Background: an optimization exercise with open tools, aiming at small area and a short achievable clock period. Do not read the settings as production practice. At most, simulation tests tie the RTL to the original design; equivalence was not proved. Power figures rest on the tool's default switching activity, not on a simulated workload.

## ks_add
module ks_add #(
    parameter N = 64
)
(
    input  logic         clk,
    input  logic         rstn_,
    input  logic         en,
    input  logic [N-1:0] a,
    input  logic [N-1:0] b,
    output logic [N-1:0] out
);
==> flow/config.mk <==
export PLATFORM = sky130hd
export DESIGN_NAME = ks_add
export DESIGN_NICKNAME = ks_add
export VERILOG_FILES = /design/flow/design.v
export SDC_FILE = /design/flow/constraint.sdc
export NUM_CORES = 4
export LEC_CHECK = 0
export ABC_CLOCK_PERIOD_IN_PS = 1000
export CAP_MARGIN = 20
export CORE_MARGIN = 2
export CORE_UTILIZATION = 40
export SLEW_MARGIN = 20
==> flow/constraint.sdc <==
create_clock -name core_clock -period 2.0 [get_ports {clk}]
set_input_delay 0.4000 -clock core_clock [delete_from_list [all_inputs] [get_ports {clk}]]
set_output_delay 0.4000 -clock core_clock [all_outputs]
set_load 0.01 [all_outputs]
standard.sh (not shown) runs the stock make flow with config.mk's settings and CLKGATE_MAP_FILE= SYNTH_SCRIPT=/design/flow/synth_recipe.tcl, a recipe that flattens the netlist after the stock synthesis.
==> flow/flow/run.sh <==
#!/bin/bash
# The standard layout, except that the input and output ports get the
# smallest buffer cell instead of the one buffer_ports picks by itself.
set -euo pipefail
export BUFFER_PORTS_ARGS="-buffer_cell sky130_fd_sc_hd__buf_1"
bash standard.sh finish > standard_flow.log 2>&1
The starting point finished with setup timing left.
Next try:
--- a/flow/config.mk
+++ b/flow/config.mk
@@ -7,3 +7,2 @@
 export LEC_CHECK = 0
-export ABC_CLOCK_PERIOD_IN_PS = 1000
 export CAP_MARGIN = 20
Outcome: The new run produced a layout that fails on setup timing; global-route usage is unchanged; via count stays the same; routed wire length does not change; cell area is unchanged; die area stays the same; combinational power is about the same; non-clock buffer count is unchanged; worst hold slack stays the same; synthesized area is unchanged.
Function was not checked in any run of this note: the RTL went through the layout flow alone.

* * *

== R ==
The RTL this note starts from:
==> flow/design.v <==
module pg_0 (
    input logic a,
    input logic b,
    output logic p,
    output logic g
);
assign p = a ^ b;
assign g = a & b;
endmodule
module pg_1plus (
    input logic pi_cur,
    input logic gi_cur,
    input logic pi_prev,
    input logic gi_prev,
    output logic pout,
    output logic gout
);
assign pout = pi_cur & pi_prev;
assign gout = gi_cur | (pi_cur & gi_prev);
endmodule
module ks_add #(
    parameter N = 64
)
(
    input  logic         clk,
    input  logic         rstn_,
    input  logic         en,
    input  logic [N-1:0] a,
    input  logic [N-1:0] b,
    output logic [N-1:0] out
);
    localparam int K = 7;                  
    localparam int W = N / K;              
    localparam int R = N - W * K;          
    function automatic int lo_bit(input int k);
        lo_bit = k * W + ((k < R) ? k : R);
    endfunction
    logic [K-2:0] c_reg;                   
    logic [K-1:0] c_nxt;
    logic [N-1:0] d;                       
    logic [N-1:0] p;
    ks_xor #(.W(N)) u_p (.a(a), .b(b), .p(p));
    genvar k;
    generate
        for (k = 0; k < K; k++) begin : chunk
            localparam int LO = lo_bit(k);
            localparam int M = lo_bit(k + 1) - LO;
            ks_chunk #(.W(M), .CIN(k > 0)) u_chunk (
                .a    (a[LO+M-1:LO]),
                .b    (b[LO+M-1:LO]),
                .p    (p[LO+M-1:LO]),
                .cin  ((k > 0) ? c_reg[(k > 0) ? k-1 : 0] : 1'b0),
                .q    (out[LO+M-1:LO]),
                .en   (en),
                .rstn (rstn_),
                .d    (d[LO+M-1:LO]),
                .cout (c_nxt[k])
            );
        end
    endgenerate
    always_ff @(posedge clk) begin
        out <= d;
    end
    always_ff @(posedge clk) begin
        if (en) begin
            c_reg <= c_nxt[K-2:0];
        end
    end
endmodule
module ks_xor #(
    parameter W = 64
)
(
    input  logic [W-1:0] a,
    input  logic [W-1:0] b,
    output logic [W-1:0] p
);
    assign p = a ^ b;
endmodule
module ks_chunk #(
    parameter W   = 9,
    parameter CIN = 1
)
(
    input  logic [W-1:0] a,
    input  logic [W-1:0] b,
    input  logic [W-1:0] p,                
    input  logic         cin,
    input  logic [W-1:0] q,
    input  logic         en,
    input  logic         rstn,
    output logic [W-1:0] d,
    output logic         cout
);
    localparam int L = $clog2(W);
    logic [W-1:0] gp [0:L];                
    logic [W-1:0] tp [0:L];                
    logic [W:0]   c;                       
    logic [W-1:0] s;
    assign gp[0] = a & b;
    assign tp[0] = a | b;
    genvar l, i;
    generate
        for (l = 0; l < L; l++) begin : lvl
            for (i = 0; i < W; i++) begin : bit_
                if ((i >> l) & 1) begin : comb
                    localparam int J = ((i >> l) << l) - 1;    
                    assign gp[l+1][i] = gp[l][i] | (tp[l][i] & gp[l][J]);
                    assign tp[l+1][i] = tp[l][i] & tp[l][J];
                end else begin : pass
                    assign gp[l+1][i] = gp[l][i];
                    assign tp[l+1][i] = tp[l][i];
                end
            end
        end
        if (CIN) begin : with_cin
            assign c[0] = cin;
            for (i = 1; i <= W; i++) begin : carry
                assign c[i] = gp[L][i-1] | (tp[L][i-1] & cin);
            end
        end else begin : no_cin
            assign c[0] = 1'b0;
            for (i = 1; i <= W; i++) begin : carry
                assign c[i] = gp[L][i-1];
            end
        end
    endgenerate
    assign s    = p ^ c[W-1:0];
    assign cout = c[W];
    assign d    = !rstn ? '0 : (en ? s : q);
endmodule
export LEC_CHECK = 0
export ABC_AREA = 1
export CAP_MARGIN = 20
export CORE_MARGIN = 2
export CORE_UTILIZATION = 40
export SLEW_MARGIN = 20
export SYNTH_HIERARCHICAL = 1
export SYNTH_MINIMUM_KEEP_SIZE = 0
create_clock -name core_clock -period 2.0 [get_ports {clk}]
Scripts as last shown in full above: flow/flow/run.sh
--- input diff R..S ---
- ABC_AREA: 1 -> unset
## What came out
Compared with R, S ends up with a smaller final cell area.
In the flow results for R and S, the mapped cell area is smaller on S.
[S] count of placed standard cells in the final layout, fillers left out fell 36% relative to R
Critical path buffer and inverter count in S is 1 above R.

-- afterwards: timing with drivers on the ports --
The flow's constraints put no driver on any port. The routed layouts listed below were extracted and timed again, unchanged, in two steps. Step 1 (the two cells are an assumption about what drives the block):
set clk [get_ports {clk}]
set_driving_cell -lib_cell sky130_fd_sc_hd__clkbuf_16 $clk
set_driving_cell -lib_cell sky130_fd_sc_hd__buf_2 [delete_from_list [all_inputs] $clk]
Step 2, shift: input delay + t, output delay - t, t = (earliest + latest rising clock arrival at the registers) / 2. This alone moves slack from input paths to output paths. Three values: ideal ports, drivers, drivers and shift; two values: the first two.
| run | shift t [ns] | slack for setup (ns) | worst setup path at the end | latest minus earliest clock arrival (ns) |
|---|---|---|---|---|
| the first run of note 1 | 0.366 | -0.141 / -0.137 / -0.504 | input to register | 0.009 / 0.009 |
| the second run of note 1 | 0.366 | -0.141 / -0.137 / -0.504 | input to register | 0.009 / 0.009 |
| R | 0.379 | 0.632 / 0.632 / 0.471 | input to register | 0.006 / 0.006 |
| S | 0.375 | 0.044 / 0.044 / -0.027 | input to register | 0.008 / 0.008 |
With both steps, setup timing fails in S, where it was met with ideal ports.
